Source: an optimization exercise on an open RTL-to-GDS flow (aim: small area). Production flows keep margins and buffers that such runs may drop. The RTL was checked by simulation tests, not by an equivalence proof against the original design. The flow treats the clock pin as an ideal source, which a real chip does not have. No activity file was given, so power comes from the tool's default toggle rates.

$ cat design/flow/design.v
module g_inv(input a, output y);
assign y = ~a;
endmodule
module g_nand2(input a, input b, output y);
assign y = ~(a & b);
endmodule
module g_nand3(input a, input b, input c, output y);
assign y = ~(a & b & c);
endmodule
module g_xor2(input a, input b, output y);
assign y = a ^ b;
endmodule
module g_xnor2(input a, input b, output y);
assign y = ~(a ^ b);
endmodule
module g_a222oi(input a1, input a2, input b1, input b2, input c1, input c2, output y);
assign y = ~((a1 & a2) | (b1 & b2) | (c1 & c2));
endmodule
module g_a31oi(input a1, input a2, input a3, input b1, output y);
assign y = ~((a1 & a2 & a3) | b1);
endmodule
module g_a21oi(input a1, input a2, input b1, output y);
assign y = ~((a1 & a2) | b1);
endmodule
module g_a22o(input a1, input a2, input b1, input b2, output y);
assign y = (a1 & a2) | (b1 & b2);
endmodule
module g_mux2i(input a0, input a1, input s, output y);
assign y = ~(s ? a1 : a0);
endmodule
module g_nor2(input a, input b, output y);
assign y = ~(a | b);
endmodule
module g_ha(input a, input b, output s, output co);
assign s = a ^ b;
assign co = a & b;
endmodule
module g_fa(input a, input b, input ci, output s, output co);
assign s = a ^ b ^ ci;
assign co = (a & b) | (ci & (a ^ b));
endmodule
module Dec7(input [2:0] a, input en, output [7:1] y);
assign y[1] = en & (a == 3'd1);
assign y[2] = en & (a == 3'd2);
assign y[3] = en & (a == 3'd3);
assign y[4] = en & (a == 3'd4);
assign y[5] = en & (a == 3'd5);
assign y[6] = en & (a == 3'd6);
assign y[7] = en & (a == 3'd7);
endmodule
module ReadBit(input [7:1] sel, input [7:1] r, output y);
wire x1, x2, x3;
g_a222oi u1(.a1(sel[1]), .a2(r[1]), .b1(sel[2]), .b2(r[2]), .c1(sel[3]), .c2(r[3]), .y(x1));
g_a222oi u2(.a1(sel[4]), .a2(r[4]), .b1(sel[5]), .b2(r[5]), .c1(sel[6]), .c2(r[6]), .y(x2));
g_nand2  u3(.a(sel[7]), .b(r[7]), .y(x3));
g_nand3  u4(.a(x1), .b(x2), .c(x3), .y(y));
endmodule
module ReadBitK(input [7:1] sel, input [7:1] r, input kill, output y);
wire x1, x2, x3;
g_a222oi u1(.a1(sel[1]), .a2(r[1]), .b1(sel[2]), .b2(r[2]), .c1(sel[3]), .c2(r[3]), .y(x1));
g_a222oi u2(.a1(sel[4]), .a2(r[4]), .b1(sel[5]), .b2(r[5]), .c1(sel[6]), .c2(r[6]), .y(x2));
g_nand2  u3(.a(sel[7]), .b(r[7]), .y(x3));
g_a31oi  u4(.a1(x1), .a2(x2), .a3(x3), .b1(kill), .y(y));
endmodule
module RegFile(
    input         clock,
    input  [7:1]  wsel,      
    input  [15:0] wdata,
    input  [7:1]  rsel1,
    input  [15:0] kill1,
    output [15:0] rdata1,
    input  [7:1]  rsel2,
    output [15:0] rdata2
);
reg [15:0] regcell [1:7];
integer i;
always @(posedge clock)
    for (i = 1; i < 8; i = i + 1)
        if (wsel[i]) regcell[i] <= wdata;
genvar k;
generate for (k = 0; k < 16; k = k + 1) begin : rd
    wire [7:1] col = {regcell[7][k], regcell[6][k], regcell[5][k], regcell[4][k],
                      regcell[3][k], regcell[2][k], regcell[1][k]};
    ReadBitK p1(.sel(rsel1), .r(col), .kill(kill1[k]), .y(rdata1[k]));
    ReadBit  p2(.sel(rsel2), .r(col), .y(rdata2[k]));
end endgenerate
endmodule
module ALU(
    input  [15:0] a,
    input  [15:0] b,
    input  [15:0] imm,
    input         regb,
    input         sub,
    output [15:0] result,
    output [15:0] prop
);
wire [16:0] c;       
assign c[0] = sub;
genvar k;
generate for (k = 0; k < 16; k = k + 1) begin : bs
    wire bn, bx, p;
    g_a21oi sel(.a1(b[k]), .a2(regb), .b1(imm[k]), .y(bn));
    if (k % 2 == 0) begin : ev
        g_xnor2 inv(.a(bn), .b(sub), .y(bx));                
        g_xor2  pr(.a(a[k]), .b(bx), .y(p));
        g_mux2i cy(.a0(a[k]), .a1(c[k]), .s(p), .y(c[k+1]));  
        g_xor2  sm(.a(p), .b(c[k]), .y(result[k]));
    end else begin : od
        g_xor2  inv(.a(bn), .b(sub), .y(bx));                 
        g_xnor2 pr(.a(a[k]), .b(bx), .y(p));
        g_mux2i cy(.a0(bx), .a1(c[k]), .s(p), .y(c[k+1]));    
        g_xnor2 sm(.a(p), .b(c[k]), .y(result[k]));
    end
    assign prop[k] = p;
end endgenerate
endmodule
module Control(
    input  [2:0] opcode,
    output       memread,    
    output       nmemread,
    output       memwrite,   
    output       regwrite,   
    output       nbranch,    
    output       sub,        
    output       regb,       
    output       kimm,       
    output       andi,       
    output       npass,      
    output       breg_xm     
);
assign memread  = (opcode == 3'd3);
assign nmemread = ~(opcode == 3'd3);
assign memwrite = (opcode == 3'd4);
assign nbranch  = ~(opcode == 3'd5);
assign regwrite = ~(opcode == 3'd4 || opcode == 3'd5);
assign sub      = (opcode == 3'd1 || opcode == 3'd5);
assign regb     = (opcode == 3'd0 || opcode == 3'd1 || opcode == 3'd2 || opcode == 3'd5);
assign kimm     = (opcode == 3'd3 || opcode == 3'd4 || opcode == 3'd6);
assign andi     = (opcode == 3'd7);
assign npass    = ~(opcode == 3'd2);
assign breg_xm  = opcode[2];
endmodule
module ImmGate(
    input  [6:0]  imm,
    input         kimm,
    input         andi,
    output [15:0] immg,
    output [15:0] kill
);
wire [6:0] ig = imm & {7{kimm}};
wire [6:0] kl = ~imm & {7{andi}};
assign immg = {{9{ig[6]}}, ig};
assign kill = {{9{kl[6]}}, kl};
endmodule
module PCBit1(
    input  pc1,
    input  taken,
    input  imm0,
    input  reset,
    output next1,
    output c2
);
wire o1 = ~taken | imm0;
assign next1 = ~reset & (pc1 ^ o1);
assign c2 = pc1 & o1;
endmodule
module PCOffset(
    input  [6:1] imm,
    input        taken,
    output [15:2] offn
);
wire [6:1] t = ~(imm & {6{taken}});
assign offn = {{9{t[6]}}, t[5:1]};
endmodule
module PCLogic(
    input  [15:1] pc,
    input  [6:0]  imm,
    input         taken,
    input         reset,
    output [15:1] pc_next
);
wire [15:2] offn;
wire [16:2] c;       
PCBit1 b1(.pc1(pc[1]), .taken(taken), .imm0(imm[0]), .reset(reset),
          .next1(pc_next[1]), .c2(c[2]));
PCOffset off1(.imm(imm[6:1]), .taken(taken), .offn(offn));
genvar k;
generate for (k = 2; k < 16; k = k + 1) begin : bs
    wire p, sn;
    g_xnor2 pr(.a(pc[k]), .b(offn[k]), .y(p));             
    if (k % 2 == 0) begin : ev
        if (k < 15) begin : cy
            g_mux2i m(.a0(pc[k]), .a1(c[k]), .s(p), .y(c[k+1]));      
        end
        g_xnor2 sm(.a(p), .b(c[k]), .y(sn));                
    end else begin : od
        if (k < 15) begin : cy
            g_mux2i m(.a0(offn[k]), .a1(c[k]), .s(p), .y(c[k+1]));    
        end
        g_xor2 sm(.a(p), .b(c[k]), .y(sn));                 
    end
    g_nor2 rs(.a(sn), .b(reset), .y(pc_next[k]));
end endgenerate
endmodule
module Taken(
    input  [15:0] prop,
    input         nbranch,
    output        taken
);
assign taken = (&prop) & ~nbranch;
endmodule
module MIPSL(
    output [15:0] iaddr,     
    output [15:0] daddr,     
    output        dwrite,    
    output        dread,     
    output [15:0] dwdata,    
    output [15:0] alu_out,   
    input         clock,
    input  [15:0] idata,     
    input  [15:0] ddata,     
    input         reset
);
wire [2:0] opcode = idata[15:13];
wire [2:0] Xm = idata[12:10];
wire [2:0] Xn = idata[5:3];
wire [2:0] Xd = idata[2:0];
wire [6:0] imm = idata[12:6];
wire memread, nmemread, memwrite, regwrite, nbranch, sub, regb, kimm, andi, npass, breg_xm;
Control control1(
    .opcode(opcode), .memread(memread), .nmemread(nmemread), .memwrite(memwrite),
    .regwrite(regwrite), .nbranch(nbranch), .sub(sub), .regb(regb), .kimm(kimm),
    .andi(andi), .npass(npass), .breg_xm(breg_xm)
);
wire [15:0] immg, kill;
ImmGate immgate1(.imm(imm), .kimm(kimm), .andi(andi), .immg(immg), .kill(kill));
wire [7:1] wsel, rsel1, rsel2;
Dec7 decw(.a(Xd), .en(regwrite), .y(wsel));
Dec7 dec1(.a(Xn), .en(npass), .y(rsel1));
Dec7 dec2(.a(breg_xm ? Xm : Xd), .en(1'b1), .y(rsel2));
wire [15:0] rdata1, rdata2, result, wdata, prop;
RegFile regfile1(
    .clock(clock), .wsel(wsel), .wdata(wdata),
    .rsel1(rsel1), .kill1(kill), .rdata1(rdata1),
    .rsel2(rsel2), .rdata2(rdata2)
);
ALU alu1(
    .a(rdata1), .b(rdata2), .imm(immg), .regb(regb), .sub(sub), .result(result), .prop(prop)
);
genvar k;
generate for (k = 0; k < 16; k = k + 1) begin : wd
    g_a22o m(.a1(memread), .a2(ddata[k]), .b1(nmemread), .b2(result[k]), .y(wdata[k]));
end endgenerate
wire taken;
Taken taken1(.prop(prop), .nbranch(nbranch), .taken(taken));
reg [15:1] PC;
wire [15:1] PCNext;
PCLogic pclogic1(.pc(PC), .imm(imm), .taken(taken), .reset(reset), .pc_next(PCNext));
always @(posedge clock) PC <= PCNext;
assign iaddr = {PC, 1'b0};
assign daddr = result;
assign alu_out = result;
assign dread = memread;
assign dwrite = memwrite;
assign dwdata = rdata2;
endmodule
$ cat design/flow/flow/run.sh
#!/bin/bash
# Layout flow: the standard ORFS flow, with
#  - synthesis mapped by an area-oriented ABC script (flow/abc_area.script),
#  - the smallest buffer (buf_1) on the ports,
#  - small clock-tree buffers and no dummy clock loads.
# Each step's full output goes to a log file in the work folder.
set -euo pipefail
W=$(pwd)
rm -rf "$W/scripts_area"
cp -r "$FLOW_HOME/scripts" "$W/scripts_area"
cp "$W/flow/abc_area.script" "$W/scripts_area/abc_area.script"

bash "$W/standard.sh" SCRIPTS_DIR="$W/scripts_area" synth > "$W/flow_synth.log" 2>&1

bash "$W/standard.sh" \
  BUFFER_PORTS_ARGS="-buffer_cell sky130_fd_sc_hd__buf_1" \
  CTS_ARGS="-sink_clustering_enable -repair_clock_nets -dont_use_dummy_load -buf_list {sky130_fd_sc_hd__clkbuf_4 sky130_fd_sc_hd__clkbuf_8} -root_buf sky130_fd_sc_hd__clkbuf_8" \
  finish > "$W/flow_layout.log" 2>&1
$ cat design/flow/flow/abc_area.script
&get -n
&st
&dch
&nf -R 1000
&put
$ cat design/flow/standard.sh
#!/bin/bash
# synth_recipe.tcl (not shown) runs the flow's synth.tcl, then flattens the netlist and writes it again
# the make line also repeats each setting of config.mk as NAME=value (left out here)
make -C /OpenROAD-flow-scripts/flow DESIGN_CONFIG=/design/flow/config.mk WORK_HOME=/design/flow/orfs CLKGATE_MAP_FILE= SYNTH_SCRIPT=/design/flow/synth_recipe.tcl "${@:-finish}"
$ cat design/flow/config.mk
export PLATFORM = sky130hd
export DESIGN_NAME = MIPSL
export DESIGN_NICKNAME = MIPSL
export VERILOG_FILES = /design/flow/design.v
export SDC_FILE = /design/flow/constraint.sdc
export NUM_CORES = 4
export LEC_CHECK = 0
export ABC_AREA = 1
export CAP_MARGIN = 20
export CORE_MARGIN = 2
export CORE_UTILIZATION = 40
export GPL_TIMING_DRIVEN = 0
export PLACE_DENSITY = 0.6
export SLEW_MARGIN = 20
export SYNTH_HIERARCHICAL = 1
$ cat design/flow/constraint.sdc
create_clock -name core_clock -period 11.0 [get_ports {clock}]
set_input_delay 2.2000 -clock core_clock [delete_from_list [all_inputs] [get_ports {clock}]]
set_output_delay 2.2000 -clock core_clock [all_outputs]
set_load 0.01 [all_outputs]
==> results.sh, run 1 <==
export IMPL_status="complete, no violations"
export IMPL_drive_above_1_share_pct=20.06
export IMPL_placement_cell_area_sq_mm=0.007780
export IMPL_clk_pin_slew_worst_paths_ns=0.05
export IMPL_top_level_ports=100
export IMPL_grt_pass1_wl_um=30920
export IMPL_cp_arrival_ns=8.40
export IMPL_maxCapViolCount=0
export IMPL_r2r_end="PC[15]"
export IMPL_crit_fanout=8
export IMPL_drc=0
export IMPL_vdd_drop_max_mv=0.1685
export IMPL_ctsHtreeMaxLevel=4
export IMPL_worst_slew_pin_transition_ns=0.9362
export IMPL_grt_use_total_pct=23.67
export IMPL_power_uw=1467
export IMPL_placement_setup_worst_slack_ns=-0.007860
export IMPL_detailed_routing_iterations_pass_1=7
export IMPL_syn_std_cell_area_sq_mm=0.006706
export IMPL_power_leakage_uw=0.002730
export IMPL_place_port_buffers=98
export IMPL_crit_path_start_kind="primary input"
export IMPL_syn_mean_instance_area_sq_um=12.24
export IMPL_min_period_over_period_pct=96.40
export IMPL_fin_worst_skew_ns=0.02726
export IMPL_antenna_diode_count=0
export IMPL_cts_sinks=127
export IMPL_detail_route_wl_per_cell_um=23.26
export IMPL_synth_main_ff_cell="edfxtp_1"
export IMPL_rr_worst_depth=26
export IMPL_drtIter0Drc=926
export IMPL_number_of_routed_nets_with_antenna_violations=0
export IMPL_synthDistinctLibCells=25
export IMPL_final_util_pct=49.10
export IMPL_antenna_found_initial=0
export IMPL_synth_top_cell_by_area="edfxtp_1"
export IMPL_synthArstFlopShare_pct=0
export IMPL_setup_reg_to_reg_worst_slack_ns=4.27
export IMPL_finish_net_count=730
export IMPL_detailed_place_hpwl_um=15400
export IMPL_post_route_min_period_ns=10.60
export IMPL_worst_skew_pair_late_latency_ns=0.45
export IMPL_power_density_mw_per_mm2=181.4
export IMPL_holdBufCountCts=0
export IMPL_total_length_of_routed_wires_um=21240
export IMPL_max_clock_freq_mhz=94.30
export IMPL_worst_setup_path_end_kind="output port"
export IMPL_worstSetupPathType="in2out"
export IMPL_post_synth_main_area_contributors="edfxtp_1 50%, a222oi_1 9.6%, buf_4 6.7%"
export IMPL_row_count=47
export IMPL_synth_seq_cells=127
export IMPL_die_width_um=133.5
export IMPL_ys_warn_count=9
export IMPL_dieHeight_um=133.5
export IMPL_post_route_worst_setup_slack_ns=0.3959
export IMPL_cts_made_buffers=17
export IMPL_globalplace_congestion=0.7932
export IMPL_grt_start_max_net_pins=17
export IMPL_synth_edf_count=112
export IMPL_grt_setup_unrepaired="false"
export IMPL_fillerInstances=1490
export IMPL_finalInstanceArea_sq_mm=0.008084
export IMPL_globalRoute_totalOverflow=0
export IMPL_final_hold_violation_count=0
export IMPL_critPathRequiredTime_ns=8.80
export IMPL_start_util_pct=40.73
export IMPL_dieArea_sq_mm=0.01782
export IMPL_timing_rr_start="regfile1.regcell[4][12]"
export IMPL_numPlacedInstances=894
export IMPL_worstHoldStart="PC[1]"
export IMPL_worst_min_path_class="reg2reg"
export IMPL_hold_path_endpoint="PC[1]"
export IMPL_final_setup_viol_count=0
export IMPL_detailroute_via_count=5393
export IMPL_whs_path_depth=2
export IMPL_synth_top_cell_area_share_pct=50.15
export IMPL_final_cells=913
export IMPL_core_sq_mm=0.01647
export IMPL_avgViaCountPerCell=5.907
export IMPL_slew_limit_headroom_pct=37.55
export IMPL_slew_violations=0
export IMPL_first_global_vias=5372
export IMPL_syn2layout_area_growth_pct=20.54
export IMPL_clock_path_buffers=2
export IMPL_tritoncts="done"
export IMPL_synthesis_instances=548
export IMPL_seq_area_frac_synth_pct=54.63
export IMPL_root_buffer="clkbuf_8"
per-module statistics from Yosys, one instance, submodules excluded, excerpt:
| module | area (sq um) | cells inside |
|---|---|---|
| ALU | 120.1 | 16 |
| ImmGate | 222.7 | 32 |
| g_nor2 | 3.754 | 1 |
| g_mux2i | 10.01 | 1 |
| g_a31oi | 6.256 | 1 |
| g_a222oi | 10.01 | 1 |
| g_a21oi | 5.005 | 1 |
| PCOffset | 82.58 | 14 |
| PCBit1 | 25.02 | 3 |
| g_xnor2 | 8.758 | 1 |
| g_nand2 | 3.754 | 1 |
| Taken | 38.79 | 7 |
| MIPSL | 469.2 | 37 |
| g_nand3 | 5.005 | 1 |
| Dec7 | 53.80 | 12 |
| RegFile | 3363 | 112 |
Yosys cell counts (16+ instances only):
master    count
edfxtp_1    112
xnor2_1      45
a22o_1       16
buf_4        60
nand2_1      49
a222oi_1     64
xor2_1       31
a31oi_1      16
mux2i_1      28
a21oi_1      17
nor2_1       35
nand3_1      16
layout by cell type (no fill, tap or decap), types with 17 or more instances in the layout:
cell type  instances
buf_8             18
a222oi_1          64
a21oi_1           17
xnor2_1           44
nand2_1           49
buf_1             98
clkbuf_8          17
edfxtp_1         112
buf_4             66
mux2i_1           22
xor2_1            30
metrics by stage:
step | setup TNS [ns] | hold WS [ns]
2_1_floorplan | 0 | 0.6286
3_3_place_gp | -45.04 | 0.5794
3_5_place_dp | -0.007860 | 0.5887
4_1_cts | 0 | 0.6071
5_1_grt | 0 | 0.6325
6_report | 0 | 0.5990
flip-flops by register name, indices dropped and copies added, names as in the netlist:
signal	flops
regfile1.regcell	112
PC	15
metal layers:
metal / part of all wire (%) / routed length, um / vias up / track usage [%]
met5: 0 / 0 / - / 0
met4: 2.8 / 597 / 0 / 11.11
met3: 12 / 2454 / 48 / 5.099
met2: 45 / 9465 / 371 / 35.34
met1: 41 / 8722 / 2587 / 33.02
li1: - / - / 2387 / -
logic make-up after synthesis:
kind of cell / after synthesis / share of synthesized area [%]
buffers and inverters: 61 / 6.772
other: 2 / 0.1120
adder cells (fa/ha/maj): 1 / 0.1865
AND/OR/NAND/NOR: 137 / 9.291
XOR/XNOR: 76 / 9.925
flip-flops: 127 / 54.63
multiplexers: 31 / 4.683
AO/OA/AOI/OAI: 113 / 14.40
worst max-delay path: stages:
cell and delay (ns):
buf_1 0.28, buf_4 0.20, mux2_1 0.39, nand2b_1 0.18
nor2_4 0.11, a222oi_1 0.41, nand3_1 0.18, a21oi_1 0.22
xor2_1 0.32, xnor2_2 0.20, mux2i_1 0.31, mux2i_1 0.16
mux2i_2 0.30, mux2i_2 0.15, mux2i_2 0.29, mux2i_2 0.16
mux2i_1 0.26, mux2i_1 0.17, mux2i_1 0.26, mux2i_1 0.16
mux2i_1 0.32, mux2i_2 0.17, mux2i_1 0.25, mux2i_1 0.13
xnor2_1 0.29, buf_4 0.16, buf_1 0.14
timing repair:
item                       CTS  global route
setup endpoints to repair    1             6
setup buffers                0             2
resized for setup            3             9
worst max-delay path by stage:
stage / startpoint / end / slack, ns
after floorplan: idata[13] / daddr[15] / 0.80
after global placement: idata[13] / daddr[15] / -2.50
after detailed placement: idata[15] / daddr[15] / -0.008
after CTS: idata[13] / daddr[15] / 0.03
after global routing: idata[15] / daddr[15] / 0.009
final: idata[15] / daddr[15] / 0.40
layout make-up:
cell class	count	area, sq um	area share (%)
Sequential cell	127	3664	45.32
Multi-Input combinational cell	361	2718	33.62
Timing Repair Buffer	127	739.5	9.147
Buffer	60	450.4	5.572
Tap cell	220	275.3	3.405
Clock buffer	17	234.0	2.894
Inverter	1	3.754	0.04643
where the power goes:
part	switching [uW]	internal (uW)	total, uW
Sequential	16.7	632	649
Combinational	313	217	530
Clock	153	135	288
Total	483	984	1470
==> run 2: changes to the inputs <==
--- a/design/flow/config.mk
+++ b/design/flow/config.mk
@@ -9,7 +9,6 @@
 export CAP_MARGIN = 20
 export CORE_MARGIN = 2
 export CORE_UTILIZATION = 40
-export GPL_TIMING_DRIVEN = 0
 export PLACE_DENSITY = 0.6
 export SLEW_MARGIN = 20
 export SYNTH_HIERARCHICAL = 1
==> run 2 against run 1 <==
Effect of this change: register-to-register slack improved by 0.48 ns; core utilization decreased by 4.4 points; first-iteration DRC count increased by 17%; largest power group unchanged; highest routed layer unchanged; design area decreased by 9.0%; clock skew increased by 0.0028 ns; setup slack improved by 0.29 ns.
==> results.sh, run 2 <==
export IMPL_root_buffer="clkbuf_8"
export IMPL_post_synth_main_area_contributors="edfxtp_1 50%, a222oi_1 9.6%, buf_4 6.7%"
export IMPL_fillerInstances=1575
export IMPL_slew_violations=0
export IMPL_worstSetupPathType="in2out"
export IMPL_detailroute_via_count=5174
export IMPL_top_level_ports=100
export IMPL_die_width_um=133.5
export IMPL_synth_top_cell_area_share_pct=50.15
export IMPL_total_length_of_routed_wires_um=19950
export IMPL_cp_arrival_ns=8.12
export IMPL_placement_setup_worst_slack_ns=0.6990
export IMPL_place_port_buffers=98
export IMPL_cts_sinks=127
export IMPL_numPlacedInstances=833
export IMPL_setup_total_negative_slack_ns=0
export IMPL_start_util_pct=40.73
export IMPL_antenna_found_initial=0
export IMPL_syn2layout_area_growth_pct=9.645
export IMPL_worst_setup_path_end_kind="output port"
export IMPL_synth_main_ff_cell="edfxtp_1"
export IMPL_post_route_min_period_ns=10.32
export IMPL_synth_edf_count=112
export IMPL_cts_post_setup_buffers_inserted=0
export IMPL_main_combinational_cell_family_by_area_after_synthesis="compound AO/OA/AOI/OAI gates"
export IMPL_dieArea_sq_mm=0.01782
export IMPL_layout_cells_most_common_list="112 x edfxtp_1, 98 x buf_1, 64 x a222oi_1"
export IMPL_globalplace_congestion=0.9299
export IMPL_syn_std_cell_area_sq_mm=0.006706
export IMPL_biggestRegsByFlops="regfile1.regcell (112), PC (15)"
export IMPL_vdd_drop_max_mv=0.1215
export IMPL_status="complete, no violations"
export IMPL_final_setup_viol_count=0
export IMPL_final_hold_violation_count=0
export IMPL_number_of_routed_nets_with_antenna_violations=0
export IMPL_yosysMostFrequentCell="edfxtp_1"
export IMPL_holdBufCountCts=0
export IMPL_worst_min_path_class="reg2reg"
export IMPL_crit_fanout=16
export IMPL_ctsHtreeMaxLevel=4
export IMPL_avgViaCountPerCell=6.087
export IMPL_most_common_library_cell_in_the_layout_ignoring_fill_and_taps="edfxtp_1"
export IMPL_yosys_area_share_simple_pct=9.291
export IMPL_max_clock_freq_mhz=96.92
export IMPL_first_global_vias=5037
export IMPL_critPathRequiredTime_ns=8.80
export IMPL_detailed_routing_iterations_pass_1=10
export IMPL_antenna_diode_count=0
export IMPL_min_period_over_period_pct=93.80
export IMPL_grt_setup_unrepaired="false"
export IMPL_crit_path_start_kind="primary input"
export IMPL_finish_net_count=667
export IMPL_grt_pass1_wl_um=29280
export IMPL_grt_use_total_pct=22.24
export IMPL_drive_above_1_share_pct=7.460
export IMPL_synthTopCellsByCount="112 x edfxtp_1, 64 x a222oi_1, 60 x buf_4"
export IMPL_finalInstanceArea_sq_mm=0.007353
export IMPL_clock_path_buffers=2
export IMPL_grt_start_max_net_pins=20
export IMPL_synth_compound_gate_area_share_pct=14.40
export IMPL_proportion_of_synthesized_area_in_mux_cells_pct=4.683
export IMPL_row_count=47
export IMPL_syn_mean_instance_area_sq_um=12.24
export IMPL_maxCapViolCount=0
export IMPL_fin_worst_skew_ns=0.03004
export IMPL_postCtsResizedCells=0
export IMPL_largest_register_ffs=112
export IMPL_clk_pin_slew_worst_paths_ns=0.06
export IMPL_final_cells=850
export IMPL_register_with_the_highest_flop_count="regfile1.regcell"
export IMPL_synthesis_instances=548
export IMPL_worst_skew_pair_late_latency_ns=0.44
export IMPL_drc=0
export IMPL_synthArstFlopShare_pct=0
export IMPL_synthDistinctLibCells=25
export IMPL_synth_top_cell_by_area="edfxtp_1"
export IMPL_power_density_mw_per_mm2=185.2
export IMPL_tritoncts="done"
export IMPL_final_util_pct=44.66
export IMPL_seq_area_frac_synth_pct=54.63
export IMPL_drtIter0Drc=1086
export IMPL_detail_route_wl_per_cell_um=23.47
export IMPL_ys_warn_count=9
export IMPL_globalRoute_totalOverflow=0
export IMPL_synth_adder_area_share_pct=0.1866
export IMPL_placement_cell_area_sq_mm=0.007119
export IMPL_slew_limit_headroom_pct=30.66
export IMPL_synth_seq_cells=127
export IMPL_detailed_place_hpwl_um=12800
export IMPL_synth_xor_area_share_pct=9.925
export IMPL_core_sq_mm=0.01647
export IMPL_cts_made_buffers=17
export IMPL_dieHeight_um=133.5
export IMPL_worst_slew_pin_transition_ns=1.037
export IMPL_power_leakage_uw=0.002382
export IMPL_post_route_worst_setup_slack_ns=0.6825
==> run 2: worst max-delay path, cell delays in order <==
cell and delay [ns]:
buf_1 0.33, mux2_1 0.39, nand2_1 0.13, nor3_1 0.08, buf_4 0.22, a222oi_1 0.38
nand3_1 0.16, a21oi_1 0.21, xnor2_1 0.16, xor2_1 0.32, mux2i_1 0.31, mux2i_1 0.15
mux2i_1 0.24, mux2i_1 0.15, mux2i_1 0.23, mux2i_1 0.15, mux2i_1 0.24, mux2i_1 0.15
mux2i_1 0.29, mux2i_1 0.19, mux2i_1 0.26, mux2i_1 0.17, mux2i_1 0.30, mux2i_1 0.16
mux2i_1 0.20, xnor2_1 0.18, buf_1 0.18
==> run 2: metrics by stage <==
stage	hold slack [ns]	total power [uW]
floorplan	0.6286	1000
global placement	0.5781	1071
detailed placement	0.6479	1083
CTS	0.6679	1366
global route	0.6811	1425
finish	0.6580	1362
==> run 2: final cells by class <==
| cell class | count | area (sq um) | area share [%] |
|---|---|---|---|
| repair buffers | 124 | 563.0 | 7.657 |
| multi-input cells | 361 | 2614 | 35.55 |
| flip-flops and latches | 127 | 3664 | 49.82 |
| inverters | 1 | 3.754 | 0.05105 |
| well taps | 220 | 275.3 | 3.743 |
| clock buffers | 17 | 234.0 | 3.182 |
==> run 2: modules after synthesis, one instance, submodules excluded, excerpt <==
module	area (sq um)	flip-flops and latches
g_a31oi	6.256	0
g_mux2i	10.01	0
ALU	120.1	0
g_xnor2	8.758	0
g_xor2	8.758	0
Control	63.81	0
ImmGate	222.7	0
g_nor2	3.754	0
g_a21oi	5.005	0
Taken	38.79	0
MIPSL	469.2	15
g_nand2	3.754	0
PCOffset	82.58	0
g_a222oi	10.01	0
g_nand3	5.005	0
PCBit1	25.02	0
==> run 2: final timing paths <==
| kind | startpoint | endpoint | slack [ns] | depth (start not counted) |
|---|---|---|---|---|
| setup reg to reg | regfile1.regcell[4][12] | PC[15] | 4.75 | 26 |
| setup / recovery | idata[15] | daddr[15] | 0.68 | 27 |
| hold / removal | PC[1] | PC[1] | 0.66 | 2 |
| hold reg to reg | PC[1] | PC[1] | 0.66 | 2 |
==> run 2: per-layer routing <==
| metal | vias up | wire length [um] | GRT usage (%) |
|---|---|---|---|
| met3 | 55 | 2324 | 6.088 |
| met4 | 0 | 433 | 7.506 |
| met2 | 408 | 9267 | 35.51 |
| li1 | 2265 | - | - |
| met1 | 2446 | 7925 | 29.41 |
| met5 | - | 0 | 0 |
==> run 2: cells by family after synthesis <==
logic type / count (synthesis)
adders and majority gates: 1
AOI/OAI and AO/OA: 113
muxes: 31
buffers and inverters: 61
and+or+nand+nor: 137
DFF: 127
xor gates and xnor gates: 76
other: 2
==> run 2: report_power, final <==
| part | switching (uW) | internal [uW] |
|---|---|---|
| registers | 18.2 | 633 |
| clock network | 148 | 135 |
| logic | 292 | 136 |
==> run 3: changes to the inputs <==
--- a/design/flow/design.v
+++ b/design/flow/design.v
@@ -27,9 +27,6 @@
 endmodule
 module g_mux2i(input a0, input a1, input s, output y);
 assign y = ~(s ? a1 : a0);
-endmodule
-module g_nor2(input a, input b, output y);
-assign y = ~(a | b);
 endmodule
 module g_ha(input a, input b, output s, output co);
 assign s = a ^ b;
@@ -91,8 +88,7 @@
     input  [15:0] imm,
     input         regb,
     input         sub,
-    output [15:0] result,
-    output [15:0] prop
+    output [15:0] result
 );
 wire [16:0] c;       
 assign c[0] = sub;
@@ -111,7 +107,6 @@
         g_mux2i cy(.a0(bx), .a1(c[k]), .s(p), .y(c[k+1]));    
         g_xnor2 sm(.a(p), .b(c[k]), .y(result[k]));
     end
-    assign prop[k] = p;
 end endgenerate
 endmodule
 module Control(
@@ -152,62 +147,41 @@
 assign immg = {{9{ig[6]}}, ig};
 assign kill = {{9{kl[6]}}, kl};
 endmodule
-module PCBit1(
-    input  pc1,
-    input  taken,
-    input  imm0,
-    input  reset,
-    output next1,
-    output c2
-);
-wire o1 = ~taken | imm0;
-assign next1 = ~reset & (pc1 ^ o1);
-assign c2 = pc1 & o1;
-endmodule
-module PCOffset(
-    input  [6:1] imm,
-    input        taken,
-    output [15:2] offn
-);
-wire [6:1] t = ~(imm & {6{taken}});
-assign offn = {{9{t[6]}}, t[5:1]};
-endmodule
 module PCLogic(
     input  [15:1] pc,
     input  [6:0]  imm,
-    input         taken,
+    input         tk,
+    input         ntk,
+    output [15:1] pc_next
+);
+wire [15:1] off = {{8{imm[6]}}, imm};
+wire [15:1] inc, tgt, ci, ct;
+g_inv i1(.a(pc[1]), .y(inc[1]));
+assign ci[1] = pc[1];
+g_ha  t1(.a(pc[1]), .b(off[1]), .s(tgt[1]), .co(ct[1]));
+genvar k;
+generate for (k = 2; k < 16; k = k + 1) begin : bs
+    if (k < 15) begin : c
+        g_ha ia(.a(pc[k]), .b(ci[k-1]), .s(inc[k]), .co(ci[k]));
+    end else begin : e
+        g_xor2 ia(.a(pc[k]), .b(ci[k-1]), .y(inc[k]));
+    end
+    g_fa ta(.a(pc[k]), .b(off[k]), .ci(ct[k-1]), .s(tgt[k]), .co(ct[k]));
+end endgenerate
+generate for (k = 1; k < 16; k = k + 1) begin : mx
+    g_a22o m(.a1(tk), .a2(tgt[k]), .b1(ntk), .b2(inc[k]), .y(pc_next[k]));
+end endgenerate
+endmodule
+module Taken(
+    input  [15:0] result,
+    input         nbranch,
     input         reset,
-    output [15:1] pc_next
-);
-wire [15:2] offn;
-wire [16:2] c;       
-PCBit1 b1(.pc1(pc[1]), .taken(taken), .imm0(imm[0]), .reset(reset),
-          .next1(pc_next[1]), .c2(c[2]));
-PCOffset off1(.imm(imm[6:1]), .taken(taken), .offn(offn));
-genvar k;
-generate for (k = 2; k < 16; k = k + 1) begin : bs
-    wire p, sn;
-    g_xnor2 pr(.a(pc[k]), .b(offn[k]), .y(p));             
-    if (k % 2 == 0) begin : ev
-        if (k < 15) begin : cy
-            g_mux2i m(.a0(pc[k]), .a1(c[k]), .s(p), .y(c[k+1]));      
-        end
-        g_xnor2 sm(.a(p), .b(c[k]), .y(sn));                
-    end else begin : od
-        if (k < 15) begin : cy
-            g_mux2i m(.a0(offn[k]), .a1(c[k]), .s(p), .y(c[k+1]));    
-        end
-        g_xor2 sm(.a(p), .b(c[k]), .y(sn));                 
-    end
-    g_nor2 rs(.a(sn), .b(reset), .y(pc_next[k]));
-end endgenerate
-endmodule
-module Taken(
-    input  [15:0] prop,
-    input         nbranch,
-    output        taken
-);
-assign taken = (&prop) & ~nbranch;
+    output        tk,
+    output        ntk
+);
+wire zero = (result == 16'd0);
+assign tk = zero & ~nbranch & ~reset;
+assign ntk = ~tk & ~reset;
 endmodule
 module MIPSL(
     output [15:0] iaddr,     
@@ -238,24 +212,24 @@
 Dec7 decw(.a(Xd), .en(regwrite), .y(wsel));
 Dec7 dec1(.a(Xn), .en(npass), .y(rsel1));
 Dec7 dec2(.a(breg_xm ? Xm : Xd), .en(1'b1), .y(rsel2));
-wire [15:0] rdata1, rdata2, result, wdata, prop;
+wire [15:0] rdata1, rdata2, result, wdata;
 RegFile regfile1(
     .clock(clock), .wsel(wsel), .wdata(wdata),
     .rsel1(rsel1), .kill1(kill), .rdata1(rdata1),
     .rsel2(rsel2), .rdata2(rdata2)
 );
 ALU alu1(
-    .a(rdata1), .b(rdata2), .imm(immg), .regb(regb), .sub(sub), .result(result), .prop(prop)
+    .a(rdata1), .b(rdata2), .imm(immg), .regb(regb), .sub(sub), .result(result)
 );
 genvar k;
 generate for (k = 0; k < 16; k = k + 1) begin : wd
     g_a22o m(.a1(memread), .a2(ddata[k]), .b1(nmemread), .b2(result[k]), .y(wdata[k]));
 end endgenerate
-wire taken;
-Taken taken1(.prop(prop), .nbranch(nbranch), .taken(taken));
+wire tk, ntk;
+Taken taken1(.result(result), .nbranch(nbranch), .reset(reset), .tk(tk), .ntk(ntk));
 reg [15:1] PC;
 wire [15:1] PCNext;
-PCLogic pclogic1(.pc(PC), .imm(imm), .taken(taken), .reset(reset), .pc_next(PCNext));
+PCLogic pclogic1(.pc(PC), .imm(imm), .tk(tk), .ntk(ntk), .pc_next(PCNext));
 always @(posedge clock) PC <= PCNext;
 assign iaddr = {PC, 1'b0};
 assign daddr = result;
==> run 3 against run 2 <==
Effect of this change: hold slack lost 0.13 ns; die area decreased by 0.64%; largest cell class unchanged; largest power group unchanged; core utilization increased by 1.1 points; cell count decreased by 1.8%; highest routed layer unchanged; still clean on timing, DRC and antenna.
==> results.sh, run 3 <==
export IMPL_status="complete, no violations"
export IMPL_worst_slew_pin_transition_ns=0.7366
export IMPL_drtIter0Drc=841
export IMPL_drive_above_1_share_pct=8.130
export IMPL_ys_warn_count=9
export IMPL_cts_made_buffers=17
export IMPL_grt_start_max_net_pins=20
export IMPL_final_cells=835
export IMPL_clk_pin_slew_worst_paths_ns=0.05
export IMPL_most_common_library_cell_in_the_layout_ignoring_fill_and_taps="edfxtp_1"
export IMPL_synth_top_cell_area_share_pct=50.48
export IMPL_worst_setup_path_end_kind="output port"
export IMPL_synthesis_instances=508
export IMPL_biggestRegsByFlops="regfile1.regcell (112), PC (15)"
export IMPL_slew_limit_headroom_pct=50.87
export IMPL_avgViaCountPerCell=6.077
export IMPL_synth_edf_count=112
export IMPL_final_hold_violation_count=0
export IMPL_critPathRequiredTime_ns=8.80
export IMPL_synthDistinctLibCells=26
export IMPL_post_route_min_period_ns=10.15
export IMPL_whs_path_depth=2
export IMPL_crit_fanout=16
export IMPL_seq_area_frac_synth_pct=54.99
export IMPL_slew_violations=0
export IMPL_worstSetupPathType="in2out"
export IMPL_synth_top_cell_by_area="edfxtp_1"
export IMPL_core_sq_mm=0.01641
export IMPL_hold_path_endpoint="PC[1]"
export IMPL_synth_seq_cells=127
export IMPL_worst_skew_pair_late_latency_ns=0.45
export IMPL_min_period_over_period_pct=92.26
export IMPL_numPlacedInstances=818
export IMPL_max_clock_freq_mhz=98.54
export IMPL_finalHoldWorstSlack_ns=0.5284
export IMPL_drc=0
export IMPL_final_setup_viol_count=0
export IMPL_grt_use_total_pct=22.24
export IMPL_ctsHtreeMaxLevel=4
export IMPL_finish_net_count=679
export IMPL_antenna_found_initial=0
export IMPL_cts_sinks=127
export IMPL_fillerInstances=1485
export IMPL_r2r_end="PC[15]"
export IMPL_crit_path_start_kind="primary input"
export IMPL_fin_worst_skew_ns=0.02857
export IMPL_largest_register_ffs=112
export IMPL_syn_mean_instance_area_sq_um=13.12
export IMPL_layout_cells_most_common_list="112 x edfxtp_1, 98 x buf_1, 64 x a222oi_1"
export IMPL_cts_post_setup_buffers_inserted=0
export IMPL_postCtsResizedCells=0
export IMPL_detailed_place_hpwl_um=12920
export IMPL_grt_pass1_wl_um=29000
export IMPL_die_width_um=133.1
export IMPL_worstHoldStart="PC[1]"
export IMPL_post_synth_main_area_contributors="edfxtp_1 50%, a222oi_1 9.6%, dfxtp_1 4.5%"
export IMPL_grt_setup_unrepaired="false"
export IMPL_syn_std_cell_area_sq_mm=0.006663
export IMPL_holdBufCountCts=0
export IMPL_vdd_drop_max_mv=0.1331
export IMPL_maxCapViolCount=0
export IMPL_setup_reg_to_reg_worst_slack_ns=4.38
export IMPL_timing_rr_start="PC[1]"
export IMPL_power_density_mw_per_mm2=182.1
export IMPL_top_level_ports=100
export IMPL_antenna_diode_count=0
export IMPL_synthTopCellsByCount="112 x edfxtp_1, 64 x a222oi_1, 43 x nand2_1"
export IMPL_root_buffer="clkbuf_8"
export IMPL_place_port_buffers=98
export IMPL_detailroute_via_count=5074
export IMPL_first_global_vias=4951
export IMPL_power_leakage_uw=0.002627
export IMPL_synth_main_ff_cell="edfxtp_1"
export IMPL_total_length_of_routed_wires_um=19760
export IMPL_post_route_worst_setup_slack_ns=0.8514
export IMPL_globalplace_congestion=0.8488
export IMPL_register_with_the_highest_flop_count="regfile1.regcell"
export IMPL_detail_route_wl_per_cell_um=23.66
export IMPL_tritoncts="done"
export IMPL_detailed_routing_iterations_pass_1=8
export IMPL_dieHeight_um=133.1
export IMPL_rr_worst_depth=16
export IMPL_yosysMostFrequentCell="edfxtp_1"
export IMPL_number_of_routed_nets_with_antenna_violations=0
export IMPL_dieArea_sq_mm=0.01771
export IMPL_setup_total_negative_slack_ns=0
export IMPL_synthArstFlopShare_pct=0
export IMPL_row_count=47
export IMPL_syn2layout_area_growth_pct=12.60
export IMPL_clock_path_buffers=2
export IMPL_worst_min_path_class="reg2reg"
export IMPL_cp_arrival_ns=7.95
export IMPL_placement_setup_worst_slack_ns=0.9000
export IMPL_start_util_pct=40.61
export IMPL_globalRoute_totalOverflow=0
run 3: cell count changes in the layout (fill, tap and decap cells not counted), sizes merged, moves of 12 or more:
cell	before	now
ha	1	14
xnor2	45	24
mux2i	28	15
a22o	16	31
fa	0	14
nor2	35	23
run 3: report_power, final:
| group | total [uW] | switching, uW | internal [uW] | leakage [uW] |
|---|---|---|---|---|
| clock | 283 | 148 | 135 | 0.000122 |
| sequential | 649 | 17.6 | 631 | 0.00115 |
| combinational | 434 | 297 | 137 | 0.00136 |
| total | 1370 | 462 | 904 | 0.00263 |
run 3: cell families after synthesis:
kind of cell | count (synthesis) | synth area share [%]
xor gates and xnor gates | 49 | 6.441
buffers and inverters | 38 | 4.169
other | 2 | 0.1127
and+or+nand+nor | 118 | 8.225
DFF | 127 | 54.99
AOI/OAI and AO/OA | 128 | 16.47
adders and majority gates | 28 | 6.836
muxes | 18 | 2.760
run 3: worst max-delay path by stage:
stage                     slack (ns)     endpoint  cells after the start      start
final                           0.85  alu_out[15]                     27  idata[15]
after global routing            0.25  alu_out[15]                     27  idata[15]
after CTS                       0.88  alu_out[15]                     27  idata[15]
after detailed placement        0.90  alu_out[15]                     27  idata[15]
after global placement          1.14    daddr[15]                     27  idata[15]
after floorplan                 0.80    daddr[15]                     24  idata[13]
run 3: worst max-delay path, cell delays in order:
cell and delay (ns):
buf_1 0.29, mux2_1 0.42, nand2b_1 0.12, nor2_1 0.06, buf_4 0.22, a222oi_1 0.30
nand3_1 0.17, a21oi_1 0.20, xnor2_1 0.15, xor2_1 0.25, mux2i_1 0.30, mux2i_1 0.17
mux2i_1 0.26, mux2i_1 0.16, mux2i_1 0.24, mux2i_1 0.15, mux2i_1 0.24, mux2i_1 0.16
mux2i_1 0.31, mux2i_1 0.18, mux2i_1 0.25, mux2i_1 0.15, mux2i_1 0.23, mux2i_1 0.15
mux2i_1 0.21, xnor2_1 0.22, buf_1 0.19
run 3: stage by stage:
stage	total power [uW]	instance area, sq um	util, %
finish	1366	7502	45.73
global route	1429	7502	45.73
CTS	1372	7500	45.71
detailed placement	1089	7266	44.28
global placement	1078	7266	44.28
floorplan	980.5	6666	-
run 3: area by class of cell:
| class | instances | area (sq um) | area share (%) |
|---|---|---|---|
| sequential | 127 | 3664 | 48.83 |
| timing repair buffer | 125 | 570.5 | 7.605 |
| multi-input combinational | 344 | 2751 | 36.67 |
| inverter | 2 | 7.507 | 0.1001 |
| clock buffer | 17 | 234.0 | 3.119 |
| tap | 220 | 275.3 | 3.669 |
run 3: Yosys stat by module (local to each module, per instance), a selection:
| module | times used | cells inside | area (sq um) |
|---|---|---|---|
| Control | 1 | 13 | 63.81 |
| g_inv | 1 | 1 | 3.754 |
| g_xnor2 | 24 | 1 | 8.758 |
| g_xor2 | 25 | 1 | 8.758 |
| g_nand3 | 16 | 1 | 5.005 |
| g_a31oi | 16 | 1 | 6.256 |
| g_ha | 14 | 1 | 12.51 |
| MIPSL | 1 | 37 | 469.2 |
| Dec7 | 3 | 12 | 53.80 |
| g_nand2 | 32 | 1 | 3.754 |
| Taken | 1 | 10 | 51.30 |
run 3: layer usage:
metal	up-vias	track usage, %	wire (um)
met2	252	37.13	9845
met4	0	10.63	577
met3	42	4.866	1672
li1	2248	-	-
met5	-	0	0
met1	2532	27.48	7661
==> run 4: changes to the inputs <==
--- a/design/flow/design.v
+++ b/design/flow/design.v
@@ -27,6 +27,9 @@
 endmodule
 module g_mux2i(input a0, input a1, input s, output y);
 assign y = ~(s ? a1 : a0);
+endmodule
+module g_nor2(input a, input b, output y);
+assign y = ~(a | b);
 endmodule
 module g_ha(input a, input b, output s, output co);
 assign s = a ^ b;
@@ -88,7 +91,8 @@
     input  [15:0] imm,
     input         regb,
     input         sub,
-    output [15:0] result
+    output [15:0] result,
+    output [15:0] prop
 );
 wire [16:0] c;       
 assign c[0] = sub;
@@ -107,6 +111,7 @@
         g_mux2i cy(.a0(bx), .a1(c[k]), .s(p), .y(c[k+1]));    
         g_xnor2 sm(.a(p), .b(c[k]), .y(result[k]));
     end
+    assign prop[k] = p;
 end endgenerate
 endmodule
 module Control(
@@ -147,41 +152,62 @@
 assign immg = {{9{ig[6]}}, ig};
 assign kill = {{9{kl[6]}}, kl};
 endmodule
+module PCBit1(
+    input  pc1,
+    input  taken,
+    input  imm0,
+    input  reset,
+    output next1,
+    output c2
+);
+wire o1 = ~taken | imm0;
+assign next1 = ~reset & (pc1 ^ o1);
+assign c2 = pc1 & o1;
+endmodule
+module PCOffset(
+    input  [6:1] imm,
+    input        taken,
+    output [15:2] offn
+);
+wire [6:1] t = ~(imm & {6{taken}});
+assign offn = {{9{t[6]}}, t[5:1]};
+endmodule
 module PCLogic(
     input  [15:1] pc,
     input  [6:0]  imm,
-    input         tk,
-    input         ntk,
+    input         taken,
+    input         reset,
     output [15:1] pc_next
 );
-wire [15:1] off = {{8{imm[6]}}, imm};
-wire [15:1] inc, tgt, ci, ct;
-g_inv i1(.a(pc[1]), .y(inc[1]));
-assign ci[1] = pc[1];
-g_ha  t1(.a(pc[1]), .b(off[1]), .s(tgt[1]), .co(ct[1]));
+wire [15:2] offn;
+wire [16:2] c;       
+PCBit1 b1(.pc1(pc[1]), .taken(taken), .imm0(imm[0]), .reset(reset),
+          .next1(pc_next[1]), .c2(c[2]));
+PCOffset off1(.imm(imm[6:1]), .taken(taken), .offn(offn));
 genvar k;
 generate for (k = 2; k < 16; k = k + 1) begin : bs
-    if (k < 15) begin : c
-        g_ha ia(.a(pc[k]), .b(ci[k-1]), .s(inc[k]), .co(ci[k]));
-    end else begin : e
-        g_xor2 ia(.a(pc[k]), .b(ci[k-1]), .y(inc[k]));
+    wire p, sn;
+    g_xnor2 pr(.a(pc[k]), .b(offn[k]), .y(p));             
+    if (k % 2 == 0) begin : ev
+        if (k < 15) begin : cy
+            g_mux2i m(.a0(pc[k]), .a1(c[k]), .s(p), .y(c[k+1]));      
+        end
+        g_xnor2 sm(.a(p), .b(c[k]), .y(sn));                
+    end else begin : od
+        if (k < 15) begin : cy
+            g_mux2i m(.a0(offn[k]), .a1(c[k]), .s(p), .y(c[k+1]));    
+        end
+        g_xor2 sm(.a(p), .b(c[k]), .y(sn));                 
     end
-    g_fa ta(.a(pc[k]), .b(off[k]), .ci(ct[k-1]), .s(tgt[k]), .co(ct[k]));
-end endgenerate
-generate for (k = 1; k < 16; k = k + 1) begin : mx
-    g_a22o m(.a1(tk), .a2(tgt[k]), .b1(ntk), .b2(inc[k]), .y(pc_next[k]));
+    g_nor2 rs(.a(sn), .b(reset), .y(pc_next[k]));
 end endgenerate
 endmodule
 module Taken(
-    input  [15:0] result,
+    input  [15:0] prop,
     input         nbranch,
-    input         reset,
-    output        tk,
-    output        ntk
-);
-wire zero = (result == 16'd0);
-assign tk = zero & ~nbranch & ~reset;
-assign ntk = ~tk & ~reset;
+    output        taken
+);
+assign taken = (&prop) & ~nbranch;
 endmodule
 module MIPSL(
     output [15:0] iaddr,     
@@ -212,24 +238,24 @@
 Dec7 decw(.a(Xd), .en(regwrite), .y(wsel));
 Dec7 dec1(.a(Xn), .en(npass), .y(rsel1));
 Dec7 dec2(.a(breg_xm ? Xm : Xd), .en(1'b1), .y(rsel2));
-wire [15:0] rdata1, rdata2, result, wdata;
+wire [15:0] rdata1, rdata2, result, wdata, prop;
 RegFile regfile1(
     .clock(clock), .wsel(wsel), .wdata(wdata),
     .rsel1(rsel1), .kill1(kill), .rdata1(rdata1),
     .rsel2(rsel2), .rdata2(rdata2)
 );
 ALU alu1(
-    .a(rdata1), .b(rdata2), .imm(immg), .regb(regb), .sub(sub), .result(result)
+    .a(rdata1), .b(rdata2), .imm(immg), .regb(regb), .sub(sub), .result(result), .prop(prop)
 );
 genvar k;
 generate for (k = 0; k < 16; k = k + 1) begin : wd
     g_a22o m(.a1(memread), .a2(ddata[k]), .b1(nmemread), .b2(result[k]), .y(wdata[k]));
 end endgenerate
-wire tk, ntk;
-Taken taken1(.result(result), .nbranch(nbranch), .reset(reset), .tk(tk), .ntk(ntk));
+wire taken;
+Taken taken1(.prop(prop), .nbranch(nbranch), .taken(taken));
 reg [15:1] PC;
 wire [15:1] PCNext;
-PCLogic pclogic1(.pc(PC), .imm(imm), .tk(tk), .ntk(ntk), .pc_next(PCNext));
+PCLogic pclogic1(.pc(PC), .imm(imm), .taken(taken), .reset(reset), .pc_next(PCNext));
 always @(posedge clock) PC <= PCNext;
 assign iaddr = {PC, 1'b0};
 assign daddr = result;
==> design/flow/flow/run.sh (replaced) <==
#!/bin/bash
# Layout flow: the standard ORFS flow, with
#  - synthesis mapped by an area-oriented ABC script (flow/abc_area.script),
#  - the smallest buffer (buf_1) on the ports,
#  - a hand-built two-level clock tree (flow/manual_cts.tcl: one root
#    buffer driving eight leaf buffers, each at the centre of its group of
#    flip-flops) in place of TritonCTS, which is pointed at the clock port
#    net only and so finds nothing left to buffer.
# Each step's full output goes to a log file in the work folder.
set -euo pipefail
W=$(pwd)
rm -rf "$W/scripts_area"
cp -r "$FLOW_HOME/scripts" "$W/scripts_area"
cp "$W/flow/abc_area.script" "$W/scripts_area/abc_area.script"

bash "$W/standard.sh" SCRIPTS_DIR="$W/scripts_area" synth > "$W/flow_synth.log" 2>&1

export MCTS_N=8 MCTS_BUF=sky130_fd_sc_hd__clkbuf_8 MCTS_N1=1 MCTS_BUF1=sky130_fd_sc_hd__clkbuf_8
bash "$W/standard.sh" \
  BUFFER_PORTS_ARGS="-buffer_cell sky130_fd_sc_hd__buf_1" \
  PRE_CTS_TCL="$W/flow/manual_cts.tcl" \
  CTS_ARGS="-repair_clock_nets -dont_use_dummy_load -clk_nets clock" \
  finish > "$W/flow_layout.log" 2>&1
==> design/flow/flow/manual_cts.tcl (new file) <==
# Build the clock tree by hand: the flip-flops are split into MCTS_N groups
# by position (alternating median cuts), each driven by a buffer of type
# MCTS_BUF placed at its group's centre. If MCTS_N1 is set, those buffers
# are in turn split into MCTS_N1 groups, each driven by a buffer of type
# MCTS_BUF1; the clock port drives the top level.
proc mcts_split {items axis n} {
  if {$n <= 1} { return [list $items] }
  set idx [expr {$axis == "x" ? 1 : 2}]
  set sorted [lsort -real -index $idx $items]
  set half [expr {$n / 2}]
  set cut [expr {int(round([llength $sorted] * double($half) / $n))}]
  set a [lrange $sorted 0 [expr {$cut - 1}]]
  set b [lrange $sorted $cut end]
  set next [expr {$axis == "x" ? "y" : "x"}]
  return [concat [mcts_split $a $next $half] [mcts_split $b $next [expr {$n - $half}]]]
}
proc mcts_center {it} {
  set bb [[$it getInst] getBBox]
  return [list $it [expr {([$bb xMin] + [$bb xMax]) / 2}] [expr {([$bb yMin] + [$bb yMax]) / 2}]]
}
# Drive each group of iterms from a new buffer on net src; returns the
# buffers' input iterms.
proc mcts_level {src groups bufname prefix} {
  set db [ord::get_db]
  set block [ord::get_db_block]
  set master [$db findMaster $bufname]
  set ins {}
  set i 0
  foreach g $groups {
    set sx 0; set sy 0
    foreach e $g { set sx [expr {$sx + [lindex $e 1]}]; set sy [expr {$sy + [lindex $e 2]}] }
    set cx [expr {int($sx / [llength $g])}]
    set cy [expr {int($sy / [llength $g])}]
    set buf [odb::dbInst_create $block $master "${prefix}_buf_$i"]
    set net [odb::dbNet_create $block "${prefix}_net_$i"]
    $net setSigType CLOCK
    foreach e $g {
      set it [lindex $e 0]
      $it disconnect
      $it connect $net
    }
    [$buf findITerm A] connect $src
    [$buf findITerm X] connect $net
    $buf setLocation $cx $cy
    $buf setPlacementStatus PLACED
    puts "mcts: $prefix buffer $i ($bufname) drives [llength $g] pins at ($cx, $cy)"
    lappend ins [$buf findITerm A]
    incr i
  }
  return $ins
}
proc manual_clock_tree {} {
  set block [ord::get_db_block]
  set clk [$block findNet clock]
  set items {}
  foreach it [$clk getITerms] { lappend items [mcts_center $it] }
  set leaves [mcts_level $clk [mcts_split $items x $::env(MCTS_N)] $::env(MCTS_BUF) mcts_leaf]
  if {[info exists ::env(MCTS_N1)] && $::env(MCTS_N1) > 0} {
    set items {}
    foreach it $leaves { lappend items [mcts_center $it] }
    mcts_level $clk [mcts_split $items x $::env(MCTS_N1)] $::env(MCTS_BUF1) mcts_mid
  }
}
manual_clock_tree
==> run 4 against run 3 <==
Effect of this change: still clean on timing, DRC and antenna; clock power down 24%; sequential power about the same; design area down 3.5%; core utilization down 1.7 points; global-route usage down 1.1 points; sequential share of layout area up 1.7 points; first-iteration DRC count up 38%; routed wire length up 0.55%; synthesized area up 0.66%; critical endpoint is now daddr[15]; largest cell class unchanged; highest routed layer unchanged.
==> results.sh, run 4 <==
export IMPL_drive_above_1_share_pct=6.270
export IMPL_biggestRegsByFlops="regfile1.regcell (112), PC (15)"
export IMPL_seqCellArea_sq_mm=0.003664
export IMPL_critPathRequiredTime_ns=8.80
export IMPL_power_density_mw_per_mm2=178.3
export IMPL_holdBufCountCts=0
export IMPL_status="complete, no violations"
export IMPL_syn_mean_instance_area_sq_um=12.24
export IMPL_grt_start_max_net_pins=20
export IMPL_slew_limit_headroom_pct=31.40
export IMPL_yosys_area_share_simple_pct=9.291
export IMPL_synth_seq_cells=127
export IMPL_maxCapViolCount=0
export IMPL_core_sq_mm=0.01647
export IMPL_largest_register_ffs=112
export IMPL_grt_busiest_layer="met2"
export IMPL_gr_usage_met3_pct=3.234
export IMPL_synth_main_ff_cell="edfxtp_1"
export IMPL_fillerInstances=1580
export IMPL_whs_path_depth=2
export IMPL_cp_slowest_cell="mux2_1"
export IMPL_number_of_routed_nets_with_antenna_violations=0
export IMPL_row_count=47
export IMPL_syn_std_cell_area_sq_mm=0.006706
export IMPL_synth_adder_area_share_pct=0.1866
export IMPL_hold_path_endpoint="PC[1]"
export IMPL_post_route_min_period_ns=10.30
export IMPL_cts_post_setup_buffers_inserted=0
export IMPL_avgViaCountPerCell=6.083
export IMPL_synth_top_cell_by_area="edfxtp_1"
export IMPL_synth_xor_area_share_pct=9.925
export IMPL_crit_top_cell="mux2i_1"
export IMPL_crit_path_start_kind="primary input"
export IMPL_dieHeight_um=133.5
export IMPL_grt_setup_unrepaired="false"
export IMPL_drtIter0Drc=1158
export IMPL_r2r_end="PC[15]"
export IMPL_worstSetupPathType="in2out"
export IMPL_postCtsResizedCells=0
export IMPL_die_width_um=133.5
export IMPL_grt_use_total_pct=21.12
export IMPL_power_uw=1291
export IMPL_antenna_diode_count=0
export IMPL_register_with_the_highest_flop_count="regfile1.regcell"
export IMPL_proportion_of_synthesized_area_in_mux_cells_pct=4.683
export IMPL_layout_cells_most_common_list="112 x edfxtp_1, 98 x buf_1, 64 x a222oi_1"
export IMPL_place_port_buffers=98
export IMPL_use_met2_pct=35.31
export IMPL_max_clock_freq_mhz=97.11
export IMPL_detailroute_via_count=5122
export IMPL_timing_rr_start="regfile1.regcell[4][12]"
export IMPL_synthArstFlopShare_pct=0
export IMPL_globalplace_congestion=0.9299
export IMPL_finalHoldWorstSlack_ns=0.6640
export IMPL_final_hold_violation_count=0
export IMPL_clk_pin_slew_worst_paths_ns=0.11
export IMPL_start_util_pct=40.73
export IMPL_cp_arrival_ns=8.10
export IMPL_detailed_place_hpwl_um=12800
export IMPL_multiInputGateArea_sq_mm=0.002614
export IMPL_detailed_routing_iterations_pass_1=9
export IMPL_main_combinational_cell_family_by_area_after_synthesis="compound AO/OA/AOI/OAI gates"
export IMPL_finish_net_count=659
export IMPL_cpPeakStageDelay_ns=0.39
export IMPL_vdd_drop_max_mv=0.1205
export IMPL_synth_compound_gate_area_share_pct=14.40
export IMPL_min_period_over_period_pct=93.61
export IMPL_synth_top_cell_area_share_pct=50.15
export IMPL_worst_setup_path_end_kind="output port"
export IMPL_drc=0
export IMPL_most_common_library_cell_in_the_layout_ignoring_fill_and_taps="edfxtp_1"
export IMPL_worstHoldStart="PC[1]"
export IMPL_setup_reg_to_reg_worst_slack_ns=4.71
export IMPL_synth_edf_count=112
export IMPL_antenna_found_initial=0
export IMPL_groute_layer_met1_usage_pct=29.16
export IMPL_post_synth_main_area_contributors="edfxtp_1 50%, a222oi_1 9.6%, buf_4 6.7%"
export IMPL_yosysMostFrequentCell="edfxtp_1"
export IMPL_dieArea_sq_mm=0.01782
export IMPL_worst_skew_pair_late_latency_ns=0.40
export IMPL_power_leakage_uw=0.002324
export IMPL_first_global_vias=4951
export IMPL_crit_fanout=16
export IMPL_globalRoute_totalOverflow=0
export IMPL_top_level_ports=100
export IMPL_detail_route_wl_per_cell_um=23.59
export IMPL_synthTopCellsByCount="112 x edfxtp_1, 64 x a222oi_1, 60 x buf_4"
export IMPL_setup_total_negative_slack_ns=0
export IMPL_syn2layout_area_growth_pct=8.004
export IMPL_worst_min_path_class="reg2reg"
export IMPL_worst_slew_pin_transition_ns=1.026
export IMPL_fin_worst_skew_ns=0.01718
export IMPL_final_setup_viol_count=0
export IMPL_synthesis_instances=548
export IMPL_slew_violations=0
export IMPL_total_length_of_routed_wires_um=19870
export IMPL_seq_area_frac_synth_pct=54.63
export IMPL_rr_worst_depth=26
export IMPL_synthDistinctLibCells=25
export IMPL_grt_pass1_wl_um=29130
export IMPL_ys_warn_count=9
[run 4: cell count changes after synthesis, sizes merged, moves of 12 or more]
cell / change
xnor2: +21
fa: -14
nor2: +12
a22o: -15
ha: -13
buf: +24
mux2i: +13
[run 4: worst max-delay path: cells and delay by family]
| kind | cells | cell delay (ns) |
|---|---|---|
| mux | 16 | 3.59 |
| buf+inv | 3 | 0.72 |
| xor+xnor | 3 | 0.65 |
| compound gates | 2 | 0.57 |
| simple gates | 3 | 0.36 |
[run 4: cells by family after synthesis]
family | after synthesis
other cells | 2
simple gates | 137
compound gates | 113
xor+xnor | 76
flops | 127
buf+inv | 61
mux | 31
fa+ha+maj | 1
[run 4: per-module statistics from Yosys, one instance, submodules excluded, a selection]
module	cells inside	cell area, sq um
Taken	7	38.79
Control	13	63.81
g_mux2i	1	10.01
g_a22o	1	8.758
ALU	16	120.1
PCBit1	3	25.02
g_a21oi	1	5.005
g_nand2	1	3.754
PCOffset	14	82.58
ImmGate	32	222.7
g_nand3	1	5.005
g_xor2	1	8.758
g_a222oi	1	10.01
g_xnor2	1	8.758
[run 4: layer usage]
| layer | up-vias | wire length, um |
|---|---|---|
| li1 | 2245 | - |
| met1 | 2495 | 7975 |
| met2 | 341 | 9286 |
| met3 | 41 | 2184 |
| met4 | 0 | 420 |
| met5 | - | 0 |
[run 4: how the worst max path moves through the flow]
stage	from	end	slack [ns]	depth (start not counted)
global placement	idata[15]	daddr[15]	1.02	27
detailed placement	idata[15]	daddr[15]	0.70	27
finish	idata[15]	daddr[15]	0.70	27
floorplan	idata[13]	daddr[15]	0.80	24
CTS	idata[15]	daddr[15]	0.69	27
global route	idata[15]	daddr[15]	0.24	27
[run 4: cell type report]
type | count | share of cell area, %
multi-input combinational | 361 | 36.09
buffer | 9 | 1.710
timing repair buffer | 124 | 7.773
inverter | 1 | 0.05182
sequential | 127 | 50.58
tap | 220 | 3.800
[run 4: through the flow]
stage	worst slack, ns	cells	util [%]	instance area [sq um]
after global placement	1.021	833	43.24	7119
after global routing	0.2448	842	43.99	7243
after CTS	0.6927	842	43.99	7243
final	0.7025	842	43.99	7243
after detailed placement	0.6990	833	43.24	7119
after floorplan	0.7970	549	-	6710
[run 4: power by group]
group | internal, uW | switching, uW | total, uW
Combinational | 136 | 292 | 428
Clock | 74.2 | 140 | 214
Sequential | 631 | 18.0 | 649
Total | 842 | 449 | 1290

-- re-timing with driven ports --
In the flow no input, the clock included, has a driving cell. The finished layouts below were timed again as built, in two steps. Step 1 (the two cells are an assumption about what drives the block):
set clk [get_ports {clock}]
set_driving_cell -lib_cell sky130_fd_sc_hd__clkbuf_16 $clk
set_driving_cell -lib_cell sky130_fd_sc_hd__buf_2 [delete_from_list [all_inputs] $clk]
Step 2 adds t to the input delays and takes it off the output delays; t is the mean of the earliest and latest rising clock arrival at the registers after step 1. Input paths then give back, and output paths get back, about the clock's delay inside the block. Slacks: ideal / step 1 / step 2; pairs: ideal / step 1.
run | shift t [ns] | slack for setup (ns) | worst data-port slew with drivers (ns)
run 1 | 0.471 | 0.396 / 0.371 / 0.371 | 0.05
run 2 | 0.465 | 0.682 / 0.650 / 0.650 | 0.04
run 3 | 0.470 | 0.851 / 0.829 / 0.829 | 0.05
run 4 | 0.427 | 0.703 / 0.670 / 0.670 | 0.04
After both steps setup and hold are still met in every run listed. The setup slack of run 4, which loses most, moves by -0.033 ns with the drivers and by -0.033 ns with both steps.
